From an optimization exercise on the open Yosys and OpenROAD flow, aimed at small area, a short achievable clock period and few clock cycles; shortcuts taken in it are not production practice.
Where RTL was checked, it was by simulation tests only, not by an equivalence proof against the original.
Only the layout flow was run in runs 2 to 4; the RTL was not checked for function there.
Power and IR drop assume default switching activity.

==> flow/run.sh <==
#!/bin/bash
# Standard synthesis, then the standard layout with port buffers of a
# stronger cell and sizing not held to each cell's footprint.
set -euo pipefail
bash standard.sh synth > synth.log 2>&1
bash standard.sh MATCH_CELL_FOOTPRINT=0 'BUFFER_PORTS_ARGS=-buffer_cell sky130_fd_sc_hd__buf_4' finish > layout.log 2>&1
==> standard.sh <==
#!/bin/bash
# synth_recipe.tcl (not shown) runs the flow's synth.tcl, then flattens the netlist and writes it again
# the make line also repeats each setting of config.mk as NAME=value (left out here)
make -C /OpenROAD-flow-scripts/flow DESIGN_CONFIG=/design/flow/config.mk WORK_HOME=/design/flow/orfs CLKGATE_MAP_FILE= SYNTH_SCRIPT=/design/flow/synth_recipe.tcl "${@:-finish}"
==> config.mk <==
export PLATFORM = sky130hd
export DESIGN_NAME = cpu
export DESIGN_NICKNAME = cpu
export VERILOG_FILES = /design/flow/design.v
export SDC_FILE = /design/flow/constraint.sdc
export NUM_CORES = 4
export LEC_CHECK = 0
export CAP_MARGIN = 20
export CORE_MARGIN = 2
export CORE_UTILIZATION = 40
export CTS_CLUSTER_DIAMETER = 120
export CTS_CLUSTER_SIZE = 25
export SETUP_SLACK_MARGIN = 2.4
export SLEW_MARGIN = 20
export SYNTH_HIERARCHICAL = 1
export SYNTH_MINIMUM_KEEP_SIZE = 0
==> constraint.sdc <==
create_clock -name core_clock -period 5.5 [get_ports {clk}]
set_input_delay 1.1000 -clock core_clock [delete_from_list [all_inputs] [get_ports {clk}]]
set_output_delay 1.1000 -clock core_clock [all_outputs]
set_load 0.01 [all_outputs]
==> design.v <==
module FSM_controller(reset, s, load, rep, w_nx, rep_nx, start);
    input reset, s, load, rep;
    output w_nx, rep_nx, start;
    assign w_nx = ~reset & ~(s & ~load);
    assign rep_nx = ~reset & s & ~load;
    assign start = ~reset & ((s & load) | rep);
endmodule
module ALU(g, t, ci, gsel, wc, cmp, creg, freg, res, out, f);
    input [15:0] g, t, creg;
    input ci, gsel, wc, cmp;
    input [2:0] freg;
    output [15:0] res, out;
    output [2:0] f;
    wire [15:0] c;
    carries cy(.g(g), .t(t), .ci(ci), .c(c));
    wire [15:0] x = t & ~g;
    wire [15:0] r0 = gsel ? g : x;
    wire [15:0] r1 = gsel ? g : ~x;
    csel16 sres(.c(c), .d0(r0), .d1(r1), .y(res));
    wire [15:0] o0 = wc ? r0 : creg;
    wire [15:0] o1 = wc ? r1 : creg;
    csel16 sout(.c(c), .d0(o0), .d1(o1), .y(out));
    wire z = cmp ? &x : freg[2];
    wire n0 = cmp ? x[15] : freg[1];
    wire n1 = cmp ? ~x[15] : freg[1];
    wire v00 = cmp ? (x[15] ^ x[7]) : freg[0];
    wire v11 = cmp ? ~(x[15] ^ x[7]) : freg[0];
    wire v0, v1, n, v;
    csel1 s0(.c(c[7]), .d0(v00), .d1(v11), .y(v0));    
    csel1 s1(.c(c[7]), .d0(v11), .d1(v00), .y(v1));    
    csel1 sn(.c(c[15]), .d0(n0), .d1(n1), .y(n));
    csel1 sv(.c(c[15]), .d0(v0), .d1(v1), .y(v));
    assign f = {z, n, v};
endmodule
module csel16(c, d0, d1, y);
    input [15:0] c, d0, d1;
    output [15:0] y;
    assign y = (c & d1) | (~c & d0);
endmodule
module csel1(c, d0, d1, y);
    input c, d0, d1;
    output y;
    assign y = (c & d1) | (~c & d0);
endmodule
module pfx_n(gh, th, gl, tl, ng, nt);
    input gh, th, gl, tl;
    output ng, nt;
    assign ng = ~(gh | (th & gl));
    assign nt = ~(th & tl);
endmodule
module pfx_p(ngh, nth, ngl, ntl, g, t);
    input ngh, nth, ngl, ntl;
    output g, t;
    assign g = ~(ngh & (nth | ngl));
    assign t = ~(nth | ntl);
endmodule
module carries(g, t, ci, c);
    input [15:0] g, t;
    input ci;
    output [15:0] c;
    wire [16:0] g0 = {g, ci};
    wire [16:0] t0 = {t, 1'b0};
    wire [16:0] g1, t1, g2, t2, g3, t3, g4, t4;    
    genvar i;
    generate
        for (i = 0; i < 17; i = i + 1) begin : l1
            if (i >= 1) begin : nd
                pfx_n u(.gh(g0[i]), .th(t0[i]), .gl(g0[i-1]), .tl(t0[i-1]), .ng(g1[i]), .nt(t1[i]));
            end else begin : pass
                assign g1[i] = ~g0[i];
                assign t1[i] = ~t0[i];
            end
        end
        for (i = 0; i < 17; i = i + 1) begin : l2
            if (i >= 2) begin : nd
                pfx_p u(.ngh(g1[i]), .nth(t1[i]), .ngl(g1[i-2]), .ntl(t1[i-2]), .g(g2[i]), .t(t2[i]));
            end else begin : pass
                assign g2[i] = ~g1[i];
                assign t2[i] = ~t1[i];
            end
        end
        for (i = 0; i < 17; i = i + 1) begin : l3
            if (i >= 4) begin : nd
                pfx_n u(.gh(g2[i]), .th(t2[i]), .gl(g2[i-4]), .tl(t2[i-4]), .ng(g3[i]), .nt(t3[i]));
            end else begin : pass
                assign g3[i] = ~g2[i];
                assign t3[i] = ~t2[i];
            end
        end
        for (i = 0; i < 17; i = i + 1) begin : l4
            if (i >= 8) begin : nd
                pfx_p u(.ngh(g3[i]), .nth(t3[i]), .ngl(g3[i-8]), .ntl(t3[i-8]), .g(g4[i]), .t(t4[i]));
            end else begin : pass
                assign g4[i] = ~g3[i];
                assign t4[i] = ~t3[i];
            end
        end
    endgenerate
    assign c = g4[15:0];
endmodule
module shifter (in, shift, sout);
    input [15:0] in;
    input [1:0] shift;
    output [15:0] sout;
    reg [15:0] sout;
    always @(*) begin
        case (shift)
            2'b00: sout = in;                   
            2'b01: sout = {in[14:0], 1'b0};     
            2'b10: sout = {1'b0, in[15:1]};     
            default: sout = {in[15], in[15:1]};  
        endcase
    end
endmodule
module regfile(we, wa, wd, r0, r1, r2, r3, r4, r5, r6, r7, n0, n1, n2, n3, n4, n5, n6, n7);
    input we;
    input [2:0] wa;
    input [15:0] wd;
    input [15:0] r0, r1, r2, r3, r4, r5, r6, r7;
    output [15:0] n0, n1, n2, n3, n4, n5, n6, n7;
    assign n0 = (we && wa == 3'd0) ? wd : r0;
    assign n1 = (we && wa == 3'd1) ? wd : r1;
    assign n2 = (we && wa == 3'd2) ? wd : r2;
    assign n3 = (we && wa == 3'd3) ? wd : r3;
    assign n4 = (we && wa == 3'd4) ? wd : r4;
    assign n5 = (we && wa == 3'd5) ? wd : r5;
    assign n6 = (we && wa == 3'd6) ? wd : r6;
    assign n7 = (we && wa == 3'd7) ? wd : r7;
endmodule
module readport(sel, d0, d1, d2, d3, d4, d5, d6, d7, q);
    input [2:0] sel;
    input [15:0] d0, d1, d2, d3, d4, d5, d6, d7;
    output [15:0] q;
    reg [15:0] q;
    always @(*) begin
        case (sel)
            3'd0: q = d0;
            3'd1: q = d1;
            3'd2: q = d2;
            3'd3: q = d3;
            3'd4: q = d4;
            3'd5: q = d5;
            3'd6: q = d6;
            default: q = d7;
        endcase
    end
endmodule
module instruction_decoder(ins, start, wr, wc, cmp, gsel, ci, aen, movi, inv, rd);
    input [15:0] ins;
    input start;
    output wr, wc, cmp, gsel, ci, aen, movi, inv;
    output [2:0] rd;
    wire [2:0] opcode = ins[15:13];
    wire [1:0] op = ins[12:11];
    wire alu  = (opcode == 3'b101);
    wire mov  = (opcode == 3'b110);
    wire movr = mov && (op == 2'b00);
    wire iscmp = alu && (op == 2'b01);
    assign movi = mov && (op == 2'b10);
    assign wr  = start & (movi | movr | (alu & ~iscmp));
    assign wc  = start & (movr | (alu & ~iscmp));
    assign cmp = start & iscmp;
    assign gsel = movi | (alu && (op == 2'b10));    
    assign ci  = iscmp;
    assign aen = alu && (op != 2'b11);    
    assign inv = alu && op[0];            
    assign rd = movi ? ins[10:8] : ins[7:5];
endmodule
module insmux(rep, in, ir, q);
    parameter n = 16;
    input rep;
    input [n-1:0] in, ir;
    output [n-1:0] q;
    assign q = rep ? ir : in;
endmodule
module datapath(a, b, imm, aen, movi, inv, g, t);
    input [15:0] a, b;
    input [7:0] imm;
    input aen, movi, inv;
    output [15:0] g, t;
    wire [15:0] am = a & {16{aen}};
    wire [15:0] bx = b ^ {16{inv}};
    wire [15:0] sx = {{8{imm[7]}}, imm} & {16{movi}};
    assign g = (am & bx) | sx;
    assign t = (am | bx) & {16{~movi}};
endmodule
module cpu(clk, reset, s, load, in, out, N, V, Z, w);
    input clk, reset, s, load;
    input [15:0] in;
    output [15:0] out;
    output N, V, Z, w;
    reg w, rep;
    reg [15:0] ir;
    wire w_nx, rep_nx, start;
    FSM_controller ctl(.reset(reset), .s(s), .load(load), .rep(rep),
                       .w_nx(w_nx), .rep_nx(rep_nx), .start(start));
    always @(posedge clk) begin
        w <= w_nx;
        rep <= rep_nx;
        if (load) ir <= in;
    end
    wire [15:0] ins;
    wire [2:0] rn, rm;
    wire [1:0] sh;
    insmux #(16) mi(.rep(rep), .in(in), .ir(ir), .q(ins));
    insmux #(3) mn(.rep(rep), .in(in[10:8]), .ir(ir[10:8]), .q(rn));
    insmux #(3) mm(.rep(rep), .in(in[2:0]), .ir(ir[2:0]), .q(rm));
    insmux #(2) ms(.rep(rep), .in(in[4:3]), .ir(ir[4:3]), .q(sh));
    wire wr1, wc1, cmp1, gsel1, ci1, aen, movi, inv;
    wire [2:0] rd1;
    instruction_decoder dec(.ins(ins), .start(start), .wr(wr1), .wc(wc1), .cmp(cmp1),
                            .gsel(gsel1), .ci(ci1), .aen(aen), .movi(movi), .inv(inv),
                            .rd(rd1));
    reg [15:0] r0, r1, r2, r3, r4, r5, r6, r7;
    wire [15:0] n0, n1, n2, n3, n4, n5, n6, n7;
    reg wr2;
    reg [2:0] rd2;
    wire [15:0] res;
    regfile rf(.we(wr2), .wa(rd2), .wd(res),
               .r0(r0), .r1(r1), .r2(r2), .r3(r3), .r4(r4), .r5(r5), .r6(r6), .r7(r7),
               .n0(n0), .n1(n1), .n2(n2), .n3(n3), .n4(n4), .n5(n5), .n6(n6), .n7(n7));
    always @(posedge clk) begin
        r0 <= n0; r1 <= n1; r2 <= n2; r3 <= n3;
        r4 <= n4; r5 <= n5; r6 <= n6; r7 <= n7;
    end
    wire [15:0] a, braw, b;
    readport pa(.sel(rn), .d0(n0), .d1(n1), .d2(n2), .d3(n3), .d4(n4), .d5(n5), .d6(n6), .d7(n7), .q(a));
    readport pb(.sel(rm), .d0(n0), .d1(n1), .d2(n2), .d3(n3), .d4(n4), .d5(n5), .d6(n6), .d7(n7), .q(braw));
    shifter shf(.in(braw), .shift(sh), .sout(b));
    wire [15:0] g1, t1;
    datapath dp(.a(a), .b(b), .imm(ins[7:0]), .aen(aen), .movi(movi), .inv(inv),
                .g(g1), .t(t1));
    reg [15:0] g2, t2, creg;
    reg ci2, wc2, cmp2, gsel2;
    reg [2:0] freg;
    wire [15:0] out_nx;
    wire [2:0] f_nx;
    always @(posedge clk) begin
        g2 <= g1;
        t2 <= t1;
        ci2 <= ci1;
        wr2 <= wr1;
        wc2 <= wc1;
        cmp2 <= cmp1;
        gsel2 <= gsel1;
        rd2 <= rd1;
        creg <= out_nx;
        freg <= f_nx;
    end
    ALU alu(.g(g2), .t(t2), .ci(ci2), .gsel(gsel2), .wc(wc2), .cmp(cmp2), .creg(creg), .freg(freg),
            .res(res), .out(out_nx), .f(f_nx));
    assign out = out_nx;
    assign {Z, N, V} = f_nx;
endmodule
==> impl_metrics.tcl, run 1 <==
set metrics [dict create \
    critPathCapture "Z" \
    firstDrtPassIters 5 \
    setup_viol 0 \
    start_kind "register" \
    cts_buffer_depth 3 \
    regToRegSetupSlack_ns 2.38 \
    clkLatencyLatePin_ns 0.49 \
    finalNetCount 1195 \
    grt_pass1_vias 8603 \
    vias 8904 \
    finalPower_uw 4190 \
    cts_tree "built" \
    postCtsHoldBufs 0 \
    drive_gt1_frac 0.440 \
    endpoint_kind "primary output" \
    grt_pass1_wl_um 48900 \
    die-area_sq_um 29900 \
    drtIter0Drc 741 \
    fill_cells 2581 \
    pre_cts_slack_ns 1.56 \
    antenna_left 0 \
    final_hold_viol_count 0 \
    syn_area_sq_um 11400 \
    synth_warnings 9 \
    relSlewSlack 0.265 \
    worst-path-buf-inv 1 \
    avgSynthCellArea_sq_um 10.1 \
    cts.clk_slew.worst_paths_ns 0.09 \
    cts.sinks 205 \
    crit_path_start "g2[0]$_DFF_P_" \
    reg2reg_depth 14 \
    fmaxAchievable_ghz 0.307 \
    hpwl_um 21600 \
    critPathKind "register to primary output" \
    leakage_uw 0.00515 \
    grt_max_degree 34 \
    hold_ws_ns 0.488 \
    worst_ep_arrival_time_ns 2.16 \
    htreeDepth 1 \
    layout_min_cycle_time_ns 3.26 \
    cts_root_buf "clkbuf_16" \
    rsz0062_at_grt "true" \
    grt_usage 0.203 \
    power.density_nw_per_um2 312 \
    slowest_delay_ns 0.54 \
    setup_slack_ns 2.24 \
    period_share 0.593 \
    cp_max_fo 5 \
    diodes 0 \
    antenna_found_initial 0 \
    rows 61 \
    multi_input_area_sq_um 7250 \
    drc 0 \
    maxCapViolations 0 \
    dieHeight_um 173 \
    port_buffers 39 \
    status "finished clean" \
    cts_buffers 12 \
    area_growth_pct 17.8 \
    wl_per_cell_um 20.7 \
    crit_cells 4 \
    core_sq_um 27900 \
    start_util 0.409 \
    max-vdd-ir-drop_mv 0.293 \
    rr_endpoint "g2[7]$_DFF_P_" \
    crit_family "simple AND/OR/NAND/NOR gates" \
    cp.required_ns 4.40 \
    r2r-start "g2[4]$_DFF_P_" \
    fin_tns_setup_ns 0 \
    min_path_type "register to register" \
    crit_slowest_cell "or4b_4" \
    register_area_sq_um 4360 \
    synthesis.instances 1135 \
    drv_slew 0 \
    crit_chain "nand2b_1, or4b_4, o41ai_4, buf_4" \
    routed_wl_um 32200 \
    gp_congestion 0.859 \
    synth_nets 1155 \
    worstMarginPinSlew_ns 1.10 \
    vias_per_cell 5.72 \
    skew_ns 0.0279 \
    boundaryPins 40 \
    grt_overflow_total 0 \
    dieWidth_um 173 \
]
## metrics by stage
stage                util  cell area, sq um  instances
floorplan               -             11400       1135
global placement    0.419             11700       1479
detailed placement  0.419             11700       1479
CTS                 0.462             12900       1531
global route        0.481             13400       1556
finish              0.481             13400       1556
## cell usage in the layout (no fill, tap or decap), drive strengths merged, types with 16 or more instances in the layout
cell	n
a21oi	98
a221oi	46
a22oi	24
buf	109
dfxtp	189
edfxtp	16
mux2	202
mux2i	23
nand2	127
nand2b	17
nor2	78
o21ai	83
o21ba	16
o21bai	16
o22a	24
xnor2	17
## worst register-to-register path, stage by stage (launching register included)
cell	delay [ns]
dfxtp_4	0.39
a21oi_4	0.20
o21ai_4	0.09
a21oi_4	0.15
inv_2	0.07
mux2_4	0.36
mux2_4	0.29
nor2b_4	0.13
a211oi_2	0.22
a211oi_2	0.06
o32a_1	0.46
mux2i_1	0.18
o21ai_1	0.10
xnor2_1	0.22
o21ai_1	0.09
## worst min-delay path by stage
stage | start | end | slack (ns) | cells past startpoint
after floorplan | r0[6]$_DFF_P_ | r0[6]$_DFF_P_ | 0.45 | 1
after global placement | freg[2]$_DFF_P_ | freg[2]$_DFF_P_ | 0.44 | 2
after detailed placement | freg[2]$_DFF_P_ | freg[2]$_DFF_P_ | 0.44 | 2
after CTS | freg[2]$_DFF_P_ | freg[2]$_DFF_P_ | 0.47 | 2
after global routing | r1[4]$_DFF_P_ | r1[4]$_DFF_P_ | 0.51 | 1
final | r1[4]$_DFF_P_ | r1[4]$_DFF_P_ | 0.49 | 1
## area by class of cell
class                      count  area share
multi-input combinational    832       0.539
sequential                   205       0.324
timing repair buffer         109      0.0699
tap                          378      0.0352
clock buffer                  15      0.0247
inverter                      14     0.00437
clock inverter                 2     0.00186
timing repair inverter         1    0.000558
## where the power goes
part	internal [uW]	switching, uW
registers	1710	118
clock network	441	526
logic	685	709
total	2840	1350
## routing by layer
layer | track usage | wire length, um | vias to the layer above
li1 | - | - | 4192
met1 | 0.281 | 14900 | 4378
met2 | 0.337 | 14900 | 284
met3 | 0.0215 | 1470 | 50
met4 | 0.0561 | 921 | 0
met5 | 0 | 0 | -
## what timing repair did
action                     in CTS  in global routing
pin swaps                      37                 49
setup endpoints to repair      51                 51
gates resized for setup       143                 90
cloned                          1                  0
setup buffers                  34                 25
## registers in the layout, indices dropped and copies added (netlist names), 3 cells and up
register	flops
creg	16
g2	16
ir	16
r0	16
r1	16
r2	16
r3	16
r4	16
r5	16
r6	16
r7	16
t2	16
freg	3
rd2	3
Testbench counts, summed over its fixed seeds: cycles 6,000.
==> run 2, diff against run 1 <==
--- a/design.v
+++ b/design.v
@@ -5,26 +5,30 @@
     assign rep_nx = ~reset & s & ~load;
     assign start = ~reset & ((s & load) | rep);
 endmodule
-module ALU(g, t, ci, gsel, wc, cmp, creg, freg, res, out, f);
+module ALU(g, t, x15, x7, ci, gsel, wc, cmp, creg, freg, res, out, f);
     input [15:0] g, t, creg;
-    input ci, gsel, wc, cmp;
+    input x15, x7;    
+    input ci, cmp;
+    input [3:0] gsel, wc;    
     input [2:0] freg;
     output [15:0] res, out;
     output [2:0] f;
     wire [15:0] c;
     carries cy(.g(g), .t(t), .ci(ci), .c(c));
     wire [15:0] x = t & ~g;
-    wire [15:0] r0 = gsel ? g : x;
-    wire [15:0] r1 = gsel ? g : ~x;
+    wire [15:0] gs = {{4{gsel[3]}}, {4{gsel[2]}}, {4{gsel[1]}}, {4{gsel[0]}}};
+    wire [15:0] ws = {{4{wc[3]}}, {4{wc[2]}}, {4{wc[1]}}, {4{wc[0]}}};
+    wire [15:0] r0 = (gs & g) | (~gs & x);
+    wire [15:0] r1 = (gs & g) | (~gs & ~x);
     csel16 sres(.c(c), .d0(r0), .d1(r1), .y(res));
-    wire [15:0] o0 = wc ? r0 : creg;
-    wire [15:0] o1 = wc ? r1 : creg;
+    wire [15:0] o0 = (ws & r0) | (~ws & creg);
+    wire [15:0] o1 = (ws & r1) | (~ws & creg);
     csel16 sout(.c(c), .d0(o0), .d1(o1), .y(out));
     wire z = cmp ? &x : freg[2];
-    wire n0 = cmp ? x[15] : freg[1];
-    wire n1 = cmp ? ~x[15] : freg[1];
-    wire v00 = cmp ? (x[15] ^ x[7]) : freg[0];
-    wire v11 = cmp ? ~(x[15] ^ x[7]) : freg[0];
+    wire n0 = cmp ? x15 : freg[1];
+    wire n1 = cmp ? ~x15 : freg[1];
+    wire v00 = cmp ? (x15 ^ x7) : freg[0];
+    wire v11 = cmp ? ~(x15 ^ x7) : freg[0];
     wire v0, v1, n, v;
     csel1 s0(.c(c[7]), .d0(v00), .d1(v11), .y(v0));    
     csel1 s1(.c(c[7]), .d0(v11), .d1(v00), .y(v1));    
@@ -145,10 +149,10 @@
         endcase
     end
 endmodule
-module instruction_decoder(ins, start, wr, wc, cmp, gsel, ci, aen, movi, inv, rd);
+module instruction_decoder(ins, start, wr, cmp, ci, aen, movi, inv, rd);
     input [15:0] ins;
     input start;
-    output wr, wc, cmp, gsel, ci, aen, movi, inv;
+    output wr, cmp, ci, aen, movi, inv;
     output [2:0] rd;
     wire [2:0] opcode = ins[15:13];
     wire [1:0] op = ins[12:11];
@@ -158,9 +162,7 @@
     wire iscmp = alu && (op == 2'b01);
     assign movi = mov && (op == 2'b10);
     assign wr  = start & (movi | movr | (alu & ~iscmp));
-    assign wc  = start & (movr | (alu & ~iscmp));
     assign cmp = start & iscmp;
-    assign gsel = movi | (alu && (op == 2'b10));    
     assign ci  = iscmp;
     assign aen = alu && (op != 2'b11);    
     assign inv = alu && op[0];            
@@ -173,16 +175,33 @@
     output [n-1:0] q;
     assign q = rep ? ir : in;
 endmodule
-module datapath(a, b, imm, aen, movi, inv, g, t);
+module ctl2(opc, start, wc, gsel);
+    input [4:0] opc;    
+    input start;
+    output wc, gsel;
+    wire alu = (opc[4:2] == 3'b101);
+    wire movr = (opc == 5'b110_00);
+    assign wc = start & (movr | (alu & (opc[1:0] != 2'b01)));
+    assign gsel = (opc == 5'b110_10) | (opc == 5'b101_10);
+endmodule
+module datapath(a, b, imm, aen, movi, inv, g, t, x15, x7);
     input [15:0] a, b;
     input [7:0] imm;
     input aen, movi, inv;
     output [15:0] g, t;
+    output x15, x7;    
     wire [15:0] am = a & {16{aen}};
     wire [15:0] bx = b ^ {16{inv}};
     wire [15:0] sx = {{8{imm[7]}}, imm} & {16{movi}};
     assign g = (am & bx) | sx;
     assign t = (am | bx) & {16{~movi}};
+    xbit b15(.a(am[15]), .b(bx[15]), .movi(movi), .x(x15));
+    xbit b7(.a(am[7]), .b(bx[7]), .movi(movi), .x(x7));
+endmodule
+module xbit(a, b, movi, x);
+    input a, b, movi;
+    output x;
+    assign x = (a ^ b) & ~movi;
 endmodule
 module cpu(clk, reset, s, load, in, out, N, V, Z, w);
     input clk, reset, s, load;
@@ -206,11 +225,18 @@
     insmux #(3) mn(.rep(rep), .in(in[10:8]), .ir(ir[10:8]), .q(rn));
     insmux #(3) mm(.rep(rep), .in(in[2:0]), .ir(ir[2:0]), .q(rm));
     insmux #(2) ms(.rep(rep), .in(in[4:3]), .ir(ir[4:3]), .q(sh));
-    wire wr1, wc1, cmp1, gsel1, ci1, aen, movi, inv;
+    wire wr1, cmp1, ci1, aen, movi, inv;
+    wire [3:0] wc1, gsel1;
     wire [2:0] rd1;
-    instruction_decoder dec(.ins(ins), .start(start), .wr(wr1), .wc(wc1), .cmp(cmp1),
-                            .gsel(gsel1), .ci(ci1), .aen(aen), .movi(movi), .inv(inv),
+    instruction_decoder dec(.ins(ins), .start(start), .wr(wr1), .cmp(cmp1),
+                            .ci(ci1), .aen(aen), .movi(movi), .inv(inv),
                             .rd(rd1));
+    genvar k;
+    generate
+        for (k = 0; k < 4; k = k + 1) begin : cs
+            ctl2 c(.opc(ins[15:11]), .start(start), .wc(wc1[k]), .gsel(gsel1[k]));
+        end
+    endgenerate
     reg [15:0] r0, r1, r2, r3, r4, r5, r6, r7;
     wire [15:0] n0, n1, n2, n3, n4, n5, n6, n7;
     reg wr2;
@@ -228,10 +254,12 @@
     readport pb(.sel(rm), .d0(n0), .d1(n1), .d2(n2), .d3(n3), .d4(n4), .d5(n5), .d6(n6), .d7(n7), .q(braw));
     shifter shf(.in(braw), .shift(sh), .sout(b));
     wire [15:0] g1, t1;
+    wire x15_1, x7_1;
     datapath dp(.a(a), .b(b), .imm(ins[7:0]), .aen(aen), .movi(movi), .inv(inv),
-                .g(g1), .t(t1));
+                .g(g1), .t(t1), .x15(x15_1), .x7(x7_1));
     reg [15:0] g2, t2, creg;
-    reg ci2, wc2, cmp2, gsel2;
+    reg ci2, cmp2, x15_2, x7_2;
+    reg [3:0] wc2, gsel2;
     reg [2:0] freg;
     wire [15:0] out_nx;
     wire [2:0] f_nx;
@@ -243,11 +271,13 @@
         wc2 <= wc1;
         cmp2 <= cmp1;
         gsel2 <= gsel1;
+        x15_2 <= x15_1;
+        x7_2 <= x7_1;
         rd2 <= rd1;
         creg <= out_nx;
         freg <= f_nx;
     end
-    ALU alu(.g(g2), .t(t2), .ci(ci2), .gsel(gsel2), .wc(wc2), .cmp(cmp2), .creg(creg), .freg(freg),
+    ALU alu(.g(g2), .t(t2), .x15(x15_2), .x7(x7_2), .ci(ci2), .gsel(gsel2), .wc(wc2), .cmp(cmp2), .creg(creg), .freg(freg),
             .res(res), .out(out_nx), .f(f_nx));
     assign out = out_nx;
     assign {Z, N, V} = f_nx;
--- a/config.mk
+++ b/config.mk
@@ -10,7 +10,7 @@
 export CORE_UTILIZATION = 40
 export CTS_CLUSTER_DIAMETER = 120
 export CTS_CLUSTER_SIZE = 25
-export SETUP_SLACK_MARGIN = 2.4
+export SETUP_SLACK_MARGIN = 2.0
 export SLEW_MARGIN = 20
 export SYNTH_HIERARCHICAL = 1
 export SYNTH_MINIMUM_KEEP_SIZE = 0
==> run 2 against run 1 <==
Net effect: largest cell class unchanged; area after synthesis is 3.3% higher; utilization is 3.7 points lower; setup slack worse by 0.14 ns; critical path depth is 12 higher; combinational power is 12% lower; register-to-register slack worse by 0.28 ns; clock skew is 0.0069 ns lower.
==> impl_metrics.tcl, run 2 <==
set metrics [dict create \
    diodes 0 \
    synth_nets 1169 \
    cp.required_ns 5.88 \
    firstDrtPassIters 5 \
    cts_buffer_depth 3 \
    antenna_left 0 \
    max-vdd-ir-drop_mv 0.234 \
    critPathKind "register to register" \
    slowest_delay_ns 0.43 \
    fmaxAchievable_ghz 0.295 \
    regToRegSetupSlack_ns 2.10 \
    relSlewSlack 0.356 \
    cts.clk_slew.worst_paths_ns 0.11 \
    worstHoldStart "freg[2]$_DFF_P_" \
    start_kind "register" \
    core_sq_um 28900 \
    port_buffers 39 \
    grt_max_degree 34 \
    vias 8835 \
    setup_viol 0 \
    htreeDepth 1 \
    synthesis.instances 1149 \
    skew_ns 0.0210 \
    synth_warnings 9 \
    rr_endpoint "x7_2$_DFF_P_" \
    cts_buffers 12 \
    vias_per_cell 5.76 \
    wl_per_cell_um 20.2 \
    area_growth_pct 8.59 \
    period_share 0.617 \
    die-area_sq_um 30900 \
    gp_congestion 0.838 \
    worst-path-buf-inv 2 \
    routed_wl_um 31000 \
    grt_overflow_total 0 \
    worst_ep_arrival_time_ns 3.77 \
    cts.sinks 213 \
    grt_pass1_wl_um 48800 \
    dieHeight_um 176 \
    power.density_nw_per_um2 318 \
    cts_root_buf "clkbuf_16" \
    layout_min_cycle_time_ns 3.40 \
    cts_tree "built" \
    r2r-start "t2[5]$_DFF_P_" \
    crit_chain "a21oi_4, o21ai_4, a21oi_4, inv_1, mux2_4, mux2_4, nor2b_1, a211oi_2, a211oi_1, o32a_1, mux2i_1, o21ai_1, xnor2_1, inv_1, xnor2_1, nor2_1" \
    fin_tns_setup_ns 0 \
    min_to "freg[2]$_DFF_P_" \
    cp_max_fo 7 \
    worstMarginPinSlew_ns 0.963 \
    grt_usage 0.200 \
    final_cell_mix "dfxtp_1 (176), mux2_2 (164), nand2_1 (133)" \
    hold_ws_ns 0.471 \
    hpwl_um 22000 \
    start_util 0.409 \
    final_hold_viol_count 0 \
    drc 0 \
    leakage_uw 0.00485 \
    rsz0062_at_grt "true" \
    clkLatencyLatePin_ns 0.49 \
    finalNetCount 1169 \
    drv_slew 0 \
    syn_area_sq_um 11800 \
    instances_no_fill 1535 \
    maxCapViolations 0 \
    endpoint_kind "register" \
    finalPower_uw 4070 \
    drtIter0Drc 694 \
    dp.cells 1501 \
    postCtsHoldBufs 0 \
    rows 62 \
    status "finished clean" \
    boundaryPins 40 \
    hold-path-cell-count 2 \
    drive_gt1_frac 0.367 \
    crit_family "compound AO/OA/AOI/OAI gates" \
    min_path_type "register to register" \
    reg2reg_depth 16 \
    grt_pass1_vias 8559 \
    avgSynthCellArea_sq_um 10.3 \
    antenna_found_initial 0 \
    dieWidth_um 176 \
    layout_commonest_cell "dfxtp_1" \
    crit_slowest_cell "o32a_1" \
]
-- run 2: per-layer routing --
| layer | global-route usage | part of all wire | wire, um | vias up |
|---|---|---|---|---|
| met3 | 0.0186 | 0.041 | 1290 | 66 |
| met1 | 0.271 | 0.46 | 14100 | 4322 |
| met4 | 0.0813 | 0.040 | 1230 | 0 |
| li1 | - | - | - | 4201 |
| met2 | 0.327 | 0.46 | 14400 | 246 |
| met5 | 0 | 0 | 0 | - |
-- run 2: repair_timing --
| action | CTS | global route |
|---|---|---|
| setup endpoints to repair | 32 | 36 |
| resized for setup | 14 | 48 |
| buffers inserted | 1 | 17 |
| gates cloned | 0 | 0 |
| pin swaps | 1 | 9 |
-- run 2: worst register-to-register path, stage by stage, from the launching register on --
cell and delay [ns]:
dfxtp_2 0.38, a21oi_4 0.22, o21ai_4 0.10, a21oi_4 0.18, inv_1 0.11, mux2_4 0.37
mux2_4 0.29, nor2b_1 0.14, a211oi_2 0.22, a211oi_1 0.11, o32a_1 0.43, mux2i_1 0.16
o21ai_1 0.09, xnor2_1 0.22, inv_1 0.08, xnor2_1 0.15, nor2_1 0.05
-- run 2: power by group --
group	internal, uW	leakage [uW]	switching, uW
combinational	586	0.00291	629
sequential	1770	0.00177	121
clock	436	0.000169	530
total	2790	0.00485	1280
-- run 2: layout make-up --
class                   instances  area, sq um
repair buffers                 66          495
flip-flops and latches        213         4460
clock buffers                  15          333
fillers                      2744        16000
well taps                     384          480
clock inverters                 1         16.3
inverters                      18         67.6
multi-input cells             838         6960
-- run 2: worst max-delay path by stage --
stage                              from       endpoint  slack [ns]  cells past startpoint
final                     t2[5]$_DFF_P_   x7_2$_DFF_P_        2.10                     16
after global routing      g2[5]$_DFF_P_   x7_2$_DFF_P_        1.89                     16
after CTS                   rep$_DFF_P_  x15_2$_DFF_P_        1.99                     12
after detailed placement          in[0]  x15_2$_DFF_P_        1.44                     12
after global placement            in[0]  x15_2$_DFF_P_        1.43                     12
after floorplan                   in[1]  x15_2$_DFF_P_        2.36                     13
-- run 2: through the flow --
stage,worst slack (ns),util,area (sq um)
after global routing,1.89,0.444,12800
after floorplan,2.36,-,11800
final,2.10,0.444,12800
after CTS,1.99,0.434,12500
after detailed placement,1.44,0.419,12100
after global placement,1.43,0.419,12100
==> run 3, diff against run 2 <==
--- a/design.v
+++ b/design.v
@@ -13,6 +13,7 @@
     input [2:0] freg;
     output [15:0] res, out;
     output [2:0] f;
+    localparam [15:0] CINV = 16'b0000_0000_1111_0010;
     wire [15:0] c;
     carries cy(.g(g), .t(t), .ci(ci), .c(c));
     wire [15:0] x = t & ~g;
@@ -20,20 +21,18 @@
     wire [15:0] ws = {{4{wc[3]}}, {4{wc[2]}}, {4{wc[1]}}, {4{wc[0]}}};
     wire [15:0] r0 = (gs & g) | (~gs & x);
     wire [15:0] r1 = (gs & g) | (~gs & ~x);
-    csel16 sres(.c(c), .d0(r0), .d1(r1), .y(res));
+    csel16 sres(.c(c), .d0((r0 & ~CINV) | (r1 & CINV)), .d1((r1 & ~CINV) | (r0 & CINV)), .y(res));
     wire [15:0] o0 = (ws & r0) | (~ws & creg);
     wire [15:0] o1 = (ws & r1) | (~ws & creg);
-    csel16 sout(.c(c), .d0(o0), .d1(o1), .y(out));
+    csel16 sout(.c(c), .d0((o0 & ~CINV) | (o1 & CINV)), .d1((o1 & ~CINV) | (o0 & CINV)), .y(out));
     wire z = cmp ? &x : freg[2];
     wire n0 = cmp ? x15 : freg[1];
     wire n1 = cmp ? ~x15 : freg[1];
     wire v00 = cmp ? (x15 ^ x7) : freg[0];
     wire v11 = cmp ? ~(x15 ^ x7) : freg[0];
-    wire v0, v1, n, v;
-    csel1 s0(.c(c[7]), .d0(v00), .d1(v11), .y(v0));    
-    csel1 s1(.c(c[7]), .d0(v11), .d1(v00), .y(v1));    
+    wire n, v;
     csel1 sn(.c(c[15]), .d0(n0), .d1(n1), .y(n));
-    csel1 sv(.c(c[15]), .d0(v0), .d1(v1), .y(v));
+    csel4 sv(.c1(c[15]), .c0(c[7]), .d00(v11), .d01(v00), .d10(v00), .d11(v11), .y(v));
     assign f = {z, n, v};
 endmodule
 module csel16(c, d0, d1, y);
@@ -45,6 +44,18 @@
     input c, d0, d1;
     output y;
     assign y = (c & d1) | (~c & d0);
+endmodule
+module csel4(c1, c0, d00, d01, d10, d11, y);
+    input c1, c0, d00, d01, d10, d11;
+    output y;
+    reg y;
+    always @(*)
+        case ({c1, c0})
+            2'b00: y = d00;
+            2'b01: y = d01;
+            2'b10: y = d10;
+            default: y = d11;
+        endcase
 endmodule
 module pfx_n(gh, th, gl, tl, ng, nt);
     input gh, th, gl, tl;
@@ -100,7 +111,7 @@
             end
         end
     endgenerate
-    assign c = g4[15:0];
+    assign c = {g4[15:8], g3[7:4], g2[3:2], g1[1], g0[0]};
 endmodule
 module shifter (in, shift, sout);
     input [15:0] in;
==> run 3 against run 2 <==
Net effect: hold slack gained 0.0057 ns; area after synthesis is essentially flat; largest power group unchanged; count of clock-buffer cells in the layout is the same; first-iteration DRC count shrank 17%; die area is essentially flat; largest cell class unchanged; maximum frequency grew 1.1%; cell count grew 1.2%.
==> impl_metrics.tcl, run 3 <==
set metrics [dict create \
    status "finished clean" \
    setup_viol 0 \
    grt_pass1_vias 8674 \
    synth_nets 1193 \
    critPathKind "register to primary output" \
    cts.sinks 213 \
    gp_congestion 0.843 \
    grt_pass1_wl_um 48600 \
    synth_warnings 10 \
    rr_endpoint "x15_2$_DFF_P_" \
    finalPower_uw 4110 \
    grt_overflow_total 0 \
    endpoint_kind "primary output" \
    register_area_sq_um 4470 \
    seqPwrFrac 0.461 \
    core_sq_um 28900 \
    fin_tns_setup_ns 0 \
    power.density_nw_per_um2 321 \
    boundaryPins 40 \
    die-area_sq_um 30900 \
    max-vdd-ir-drop_mv 0.299 \
    antenna_left 0 \
    final_hold_viol_count 0 \
    instances_no_fill 1553 \
    synthesis.instances 1173 \
    port_buffers 39 \
    avgSynthCellArea_sq_um 10.1 \
    min_path_type "register to register" \
    crit_slowest_cell "mux4_2" \
    start_util 0.409 \
    worstHoldStart "r0[6]$_DFF_P_" \
    slowest_delay_ns 0.50 \
    vias 8913 \
    rsz0062_at_grt "true" \
    area_growth_pct 8.40 \
    setup_slack_ns 2.14 \
    crit_cells 6 \
    worst_ep_arrival_time_ns 2.26 \
    antenna_found_initial 0 \
    dieHeight_um 176 \
    dp.cells 1524 \
    syn_area_sq_um 11800 \
    drc 0 \
    period_share 0.611 \
    layout_commonest_cell "dfxtp_1" \
    postCtsHoldBufs 0 \
    grt_max_degree 46 \
    cts_tree "built" \
    netSwitchingFraction 0.315 \
    multi_input_area_sq_um 6970 \
    grt_usage 0.199 \
    reg2reg_depth 16 \
    hpwl_um 22100 \
    cts_buffer_depth 3 \
    drive_gt1_frac 0.335 \
    final_cell_mix "dfxtp_1 (172), mux2_2 (138), nand2_1 (132)" \
    htreeDepth 1 \
    drv_slew 0 \
    crit_family "compound AO/OA/AOI/OAI gates" \
    crit_chain "a21oi_2, o21ai_4, a21oi_4, buf_4, mux4_2, buf_4" \
    cts_buffers 12 \
    firstDrtPassIters 5 \
    fill_cells 2813 \
    dieWidth_um 176 \
    cp_max_fo 6 \
    p_comb_frac 0.304 \
    hold-path-cell-count 1 \
    p_int_uw 2810 \
    clkLatencyLatePin_ns 0.49 \
    diodes 0 \
    wl_per_cell_um 19.9 \
    cp.required_ns 4.40 \
    routed_wl_um 30800 \
    skew_ns 0.0249 \
    regToRegSetupSlack_ns 2.17 \
    cts.clk_slew.worst_paths_ns 0.10 \
    power_frac_clock 0.234 \
    layout_min_cycle_time_ns 3.36 \
    leakage_uw 0.00486 \
    worst-path-buf-inv 2 \
    timing.critical_path.mode_cell "buf_4" \
    cts_root_buf "clkbuf_16" \
    maxCapViolations 0 \
    drtIter0Drc 575 \
    relSlewSlack 0.357 \
    min_to "r0[6]$_DFF_P_" \
    finalNetCount 1187 \
    worstMarginPinSlew_ns 0.960 \
    start_kind "register" \
    vias_per_cell 5.74 \
    fmaxAchievable_ghz 0.298 \
    r2r-start "t2[9]$_DFF_P_" \
    power_switching_uw 1300 \
    rows 62 \
    pre_cts_slack_ns 1.38 \
]
run 3: cell type report:
cell class              instances  share of cell area
repair buffers                 61              0.0358
multi-input cells             862               0.545
well taps                     384              0.0376
flip-flops and latches        213               0.350
inverters                      17             0.00499
clock inverters                 1             0.00127
clock buffers                  15              0.0260
run 3: worst max path at each step:
stage                       start            end
global placement            in[1]  x15_2$_DFF_P_
CTS                 t2[2]$_DFF_P_  x15_2$_DFF_P_
floorplan                   in[1]  x15_2$_DFF_P_
global route        t2[9]$_DFF_P_  x15_2$_DFF_P_
detailed placement          in[1]  x15_2$_DFF_P_
finish              g2[1]$_DFF_P_              V
run 3: power by group through the flow:
stage | Clock [uW] | Sequential, uW | Combinational (uW)
after floorplan | 0 | 1870 | 918
after global placement | 0 | 1910 | 1210
after detailed placement | 0 | 1920 | 1220
after CTS | 989 | 1880 | 1230
after global routing | 1040 | 1920 | 1360
final | 962 | 1890 | 1250
run 3: stage by stage:
step	util	instance area (sq um)	hold slack, ns
6_report	0.443	12800	0.477
5_1_grt	0.443	12800	0.506
4_1_cts	0.434	12500	0.483
3_5_place_dp	0.419	12100	0.455
3_3_place_gp	0.419	12100	0.448
2_1_floorplan	-	11800	0.450
run 3: repair_timing:
item,in CTS,in global routing
hold endpoints to repair,0,0
gates cloned,0,0
endpoints found under the setup margin,32,29
setup buffers,0,13
pin swaps,1,14
gates resized for setup,20,55
run 3: routing by layer:
layer  up-vias  GRT usage  part of all wire
met5         -          0                 0
met4         0     0.0709             0.035
met3        60     0.0160             0.049
met2       285      0.328              0.46
met1      4311      0.273              0.46
li1       4257          -                 -
==> run 4, diff against run 3 <==
--- a/design.v
+++ b/design.v
@@ -13,7 +13,6 @@
     input [2:0] freg;
     output [15:0] res, out;
     output [2:0] f;
-    localparam [15:0] CINV = 16'b0000_0000_1111_0010;
     wire [15:0] c;
     carries cy(.g(g), .t(t), .ci(ci), .c(c));
     wire [15:0] x = t & ~g;
@@ -21,18 +20,20 @@
     wire [15:0] ws = {{4{wc[3]}}, {4{wc[2]}}, {4{wc[1]}}, {4{wc[0]}}};
     wire [15:0] r0 = (gs & g) | (~gs & x);
     wire [15:0] r1 = (gs & g) | (~gs & ~x);
-    csel16 sres(.c(c), .d0((r0 & ~CINV) | (r1 & CINV)), .d1((r1 & ~CINV) | (r0 & CINV)), .y(res));
+    csel16 sres(.c(c), .d0(r0), .d1(r1), .y(res));
     wire [15:0] o0 = (ws & r0) | (~ws & creg);
     wire [15:0] o1 = (ws & r1) | (~ws & creg);
-    csel16 sout(.c(c), .d0((o0 & ~CINV) | (o1 & CINV)), .d1((o1 & ~CINV) | (o0 & CINV)), .y(out));
+    csel16 sout(.c(c), .d0(o0), .d1(o1), .y(out));
     wire z = cmp ? &x : freg[2];
     wire n0 = cmp ? x15 : freg[1];
     wire n1 = cmp ? ~x15 : freg[1];
     wire v00 = cmp ? (x15 ^ x7) : freg[0];
     wire v11 = cmp ? ~(x15 ^ x7) : freg[0];
-    wire n, v;
+    wire v0, v1, n, v;
+    csel1 s0(.c(c[7]), .d0(v00), .d1(v11), .y(v0));    
+    csel1 s1(.c(c[7]), .d0(v11), .d1(v00), .y(v1));    
     csel1 sn(.c(c[15]), .d0(n0), .d1(n1), .y(n));
-    csel4 sv(.c1(c[15]), .c0(c[7]), .d00(v11), .d01(v00), .d10(v00), .d11(v11), .y(v));
+    csel1 sv(.c(c[15]), .d0(v0), .d1(v1), .y(v));
     assign f = {z, n, v};
 endmodule
 module csel16(c, d0, d1, y);
@@ -44,18 +45,6 @@
     input c, d0, d1;
     output y;
     assign y = (c & d1) | (~c & d0);
-endmodule
-module csel4(c1, c0, d00, d01, d10, d11, y);
-    input c1, c0, d00, d01, d10, d11;
-    output y;
-    reg y;
-    always @(*)
-        case ({c1, c0})
-            2'b00: y = d00;
-            2'b01: y = d01;
-            2'b10: y = d10;
-            default: y = d11;
-        endcase
 endmodule
 module pfx_n(gh, th, gl, tl, ng, nt);
     input gh, th, gl, tl;
@@ -111,7 +100,7 @@
             end
         end
     endgenerate
-    assign c = {g4[15:8], g3[7:4], g2[3:2], g1[1], g0[0]};
+    assign c = g4[15:0];
 endmodule
 module shifter (in, shift, sout);
     input [15:0] in;
@@ -144,9 +133,9 @@
 endmodule
 module readport(sel, d0, d1, d2, d3, d4, d5, d6, d7, q);
     input [2:0] sel;
-    input [15:0] d0, d1, d2, d3, d4, d5, d6, d7;
-    output [15:0] q;
-    reg [15:0] q;
+    input [7:0] d0, d1, d2, d3, d4, d5, d6, d7;
+    output [7:0] q;
+    reg [7:0] q;
     always @(*) begin
         case (sel)
             3'd0: q = d0;
@@ -230,11 +219,13 @@
         if (load) ir <= in;
     end
     wire [15:0] ins;
-    wire [2:0] rn, rm;
+    wire [2:0] rnl, rnh, rml, rmh;
     wire [1:0] sh;
     insmux #(16) mi(.rep(rep), .in(in), .ir(ir), .q(ins));
-    insmux #(3) mn(.rep(rep), .in(in[10:8]), .ir(ir[10:8]), .q(rn));
-    insmux #(3) mm(.rep(rep), .in(in[2:0]), .ir(ir[2:0]), .q(rm));
+    insmux #(3) mnl(.rep(rep), .in(in[10:8]), .ir(ir[10:8]), .q(rnl));
+    insmux #(3) mnh(.rep(rep), .in(in[10:8]), .ir(ir[10:8]), .q(rnh));
+    insmux #(3) mml(.rep(rep), .in(in[2:0]), .ir(ir[2:0]), .q(rml));
+    insmux #(3) mmh(.rep(rep), .in(in[2:0]), .ir(ir[2:0]), .q(rmh));
     insmux #(2) ms(.rep(rep), .in(in[4:3]), .ir(ir[4:3]), .q(sh));
     wire wr1, cmp1, ci1, aen, movi, inv;
     wire [3:0] wc1, gsel1;
@@ -261,8 +252,14 @@
         r4 <= n4; r5 <= n5; r6 <= n6; r7 <= n7;
     end
     wire [15:0] a, braw, b;
-    readport pa(.sel(rn), .d0(n0), .d1(n1), .d2(n2), .d3(n3), .d4(n4), .d5(n5), .d6(n6), .d7(n7), .q(a));
-    readport pb(.sel(rm), .d0(n0), .d1(n1), .d2(n2), .d3(n3), .d4(n4), .d5(n5), .d6(n6), .d7(n7), .q(braw));
+    readport pal(.sel(rnl), .d0(n0[7:0]), .d1(n1[7:0]), .d2(n2[7:0]), .d3(n3[7:0]),
+                 .d4(n4[7:0]), .d5(n5[7:0]), .d6(n6[7:0]), .d7(n7[7:0]), .q(a[7:0]));
+    readport pah(.sel(rnh), .d0(n0[15:8]), .d1(n1[15:8]), .d2(n2[15:8]), .d3(n3[15:8]),
+                 .d4(n4[15:8]), .d5(n5[15:8]), .d6(n6[15:8]), .d7(n7[15:8]), .q(a[15:8]));
+    readport pbl(.sel(rml), .d0(n0[7:0]), .d1(n1[7:0]), .d2(n2[7:0]), .d3(n3[7:0]),
+                 .d4(n4[7:0]), .d5(n5[7:0]), .d6(n6[7:0]), .d7(n7[7:0]), .q(braw[7:0]));
+    readport pbh(.sel(rmh), .d0(n0[15:8]), .d1(n1[15:8]), .d2(n2[15:8]), .d3(n3[15:8]),
+                 .d4(n4[15:8]), .d5(n5[15:8]), .d6(n6[15:8]), .d7(n7[15:8]), .q(braw[15:8]));
     shifter shf(.in(braw), .shift(sh), .sout(b));
     wire [15:0] g1, t1;
     wire x15_1, x7_1;
==> run 4 against run 3 <==
Net effect: cell area grew 0.47%; highest routed layer unchanged; sequential share of layout area decreased by 0.30 points; clock skew fell by 0.0039 ns; total power rose by 0.59%; synthesized cell count shrank 0.77%.
==> impl_metrics.tcl, run 4 <==
set metrics [dict create \
    gp_congestion 0.900 \
    start_util 0.405 \
    port_buffers 39 \
    drv_slew 0 \
    place_area_sq_um 12300 \
    fill_cells 2903 \
    final_cell_mix "dfxtp_1 (178), mux2_2 (170), nand2_1 (123)" \
    die-area_sq_um 31400 \
    core_sq_um 29600 \
    clkLatencyLatePin_ns 0.49 \
    hpwl_um 22200 \
    timing.critical_path.mode_cell "mux2_4" \
    cts.clk_slew.worst_paths_ns 0.10 \
    grt_pass1_wl_um 47900 \
    drc 0 \
    cts.sinks 213 \
    avgSynthCellArea_sq_um 10.3 \
    grt_max_degree 33 \
    fmaxAchievable_ghz 0.298 \
    area_growth_pct 7.03 \
    final_util 0.434 \
    setup_viol 0 \
    skew_ns 0.0210 \
    leakage_uw 0.00486 \
    vias_per_cell 5.75 \
    cp.required_ns 4.40 \
    boundaryPins 40 \
    vias 8893 \
    synthesis.instances 1164 \
    min_path_type "register to register" \
    final_hold_viol_count 0 \
    synth_warnings 9 \
    grt_pass1_vias 8589 \
    cts_tree "built" \
    cts_root_buf "clkbuf_16" \
    start_kind "register" \
    synth_nets 1184 \
    antenna_found_initial 1 \
    grt_overflow_total 0 \
    max-vdd-ir-drop_mv 0.214 \
    slowest_delay_ns 0.40 \
    dieHeight_um 177 \
    status "finished clean" \
    power.density_nw_per_um2 321 \
    register_area_sq_um 4460 \
    maxCapViolations 0 \
    antenna_left 0 \
    layout_commonest_cell "dfxtp_1" \
    cp_max_fo 6 \
    crit_slowest_cell "dfxtp_1" \
    worst_ep_arrival_time_ns 2.26 \
    critPathKind "register to primary output" \
    cts_buffer_depth 3 \
    diodes 0 \
    grt_usage 0.194 \
    crit_chain "a21oi_4, o21ai_4, a21oi_2, inv_2, mux2_4, mux2_4, buf_4" \
    routed_wl_um 30300 \
    crit_family "multiplexers" \
    stdcell_area_sq_um 12900 \
    cts_buffers 12 \
    relSlewSlack 0.512 \
    period_share 0.610 \
    fin_tns_setup_ns 0 \
    multi_input_area_sq_um 7070 \
    drive_gt1_frac 0.354 \
    drtIter0Drc 619 \
    syn_area_sq_um 12000 \
    dieWidth_um 177 \
    layout_min_cycle_time_ns 3.36 \
    worstMarginPinSlew_ns 0.730 \
    firstDrtPassIters 5 \
    wl_per_cell_um 19.6 \
    endpoint_kind "primary output" \
    rows 63 \
    htreeDepth 1 \
    rsz0062_at_grt "true" \
    worst-path-buf-inv 2 \
    finalNetCount 1175 \
]
[run 4: area by class of cell]
class                           count  share of cell area
Clock buffer                       14              0.0256
Clock inverter                      2             0.00302
Inverter                           20             0.00584
Multi-Input combinational cell    857               0.550
Sequential cell                   213               0.347
Tap cell                          390              0.0380
Timing Repair Buffer               51              0.0308
[run 4: layer usage]
layer,global-route usage,part of all wire,up-vias
met5,0,0,-
met1,0.262,0.46,4323
met4,0.0618,0.032,0
met3,0.0191,0.036,61
li1,-,-,4282
met2,0.325,0.47,227
[run 4: final timing paths]
check | start | to | slack, ns | depth (start not counted)
hold / removal | freg[2]$_DFF_P_ | freg[2]$_DFF_P_ | 0.46 | 2
setup / recovery | g2[1]$_DFF_P_ | V | 2.14 | 7
setup reg to reg | t2[7]$_DFF_P_ | t2[9]$_DFF_P_ | 2.18 | 13
hold reg to reg | freg[2]$_DFF_P_ | freg[2]$_DFF_P_ | 0.46 | 2
[run 4: worst reg2reg max path: cells and delay by family, from the launching register on]
kind	cells	cell delay [ns]
multiplexers	3	0.88
AND/OR/NAND/NOR	3	0.52
flip-flops	1	0.42
XOR/XNOR	1	0.27
AO/OA/AOI/OAI	6	1.11
[run 4: report_power, final]
part | internal [uW] | switching, uW | leakage [uW]
logic | 592 | 629 | 0.00291
registers | 1770 | 126 | 0.00177
clock network | 480 | 531 | 0.000180
[run 4: what timing repair did]
action,CTS,global route
pin swaps,1,5
setup buffers,3,2
gates resized for setup,2,38
endpoints found under the setup margin,7,32
hold buffers,0,0
[run 4: through the flow]
step	worst slack, ns	instances	power (uW)	hold WS, ns
floorplan	2.52	1164	2800	0.453
global placement	1.99	1526	3110	0.436
detailed placement	1.93	1526	3130	0.429
CTS	2.02	1545	4140	0.462
global route	1.98	1547	4340	0.504
finish	2.14	1547	4130	0.459

static timing again, ports no longer ideal:
The results above use ideal ports. As a check the final layouts listed here were re-extracted and re-timed, cells and wires unchanged. Step 1 assumes that a clkbuf_16 drives the clock port and a buf_2 every other input. Step 2 times the ports against the registers' clock, not the clock port: input delays grow and output delays shrink by t, the midpoint of the rising clock arrivals with the driver on. Slacks: ideal / step 1 / step 2; pairs: ideal / step 1.
| run | shift t [ns] | setup slack, ns | hold WS [ns] | slew at the worst register clock pin (ns) | cell pins on the clock port's net |
|---|---|---|---|---|---|
| run 1 | 0.520 | 2.241 / 2.194 / 1.961 | 0.488 / 0.488 / 0.488 | 0.11 / 0.11 | 1 |
| run 2 | 0.526 | 2.105 / 2.059 / 1.740 | 0.471 / 0.471 / 0.471 | 0.11 / 0.11 | 1 |
| run 3 | 0.520 | 2.142 / 2.094 / 1.658 | 0.477 / 0.477 / 0.477 | 0.11 / 0.11 | 1 |
| run 4 | 0.530 | 2.142 / 2.090 / 1.950 | 0.459 / 0.459 / 0.459 | 0.11 / 0.11 | 1 |
After both steps setup and hold are still met in every run listed. The setup slack of run 3, which loses most, moves by -0.048 ns with the drivers and by -0.484 ns with both steps.
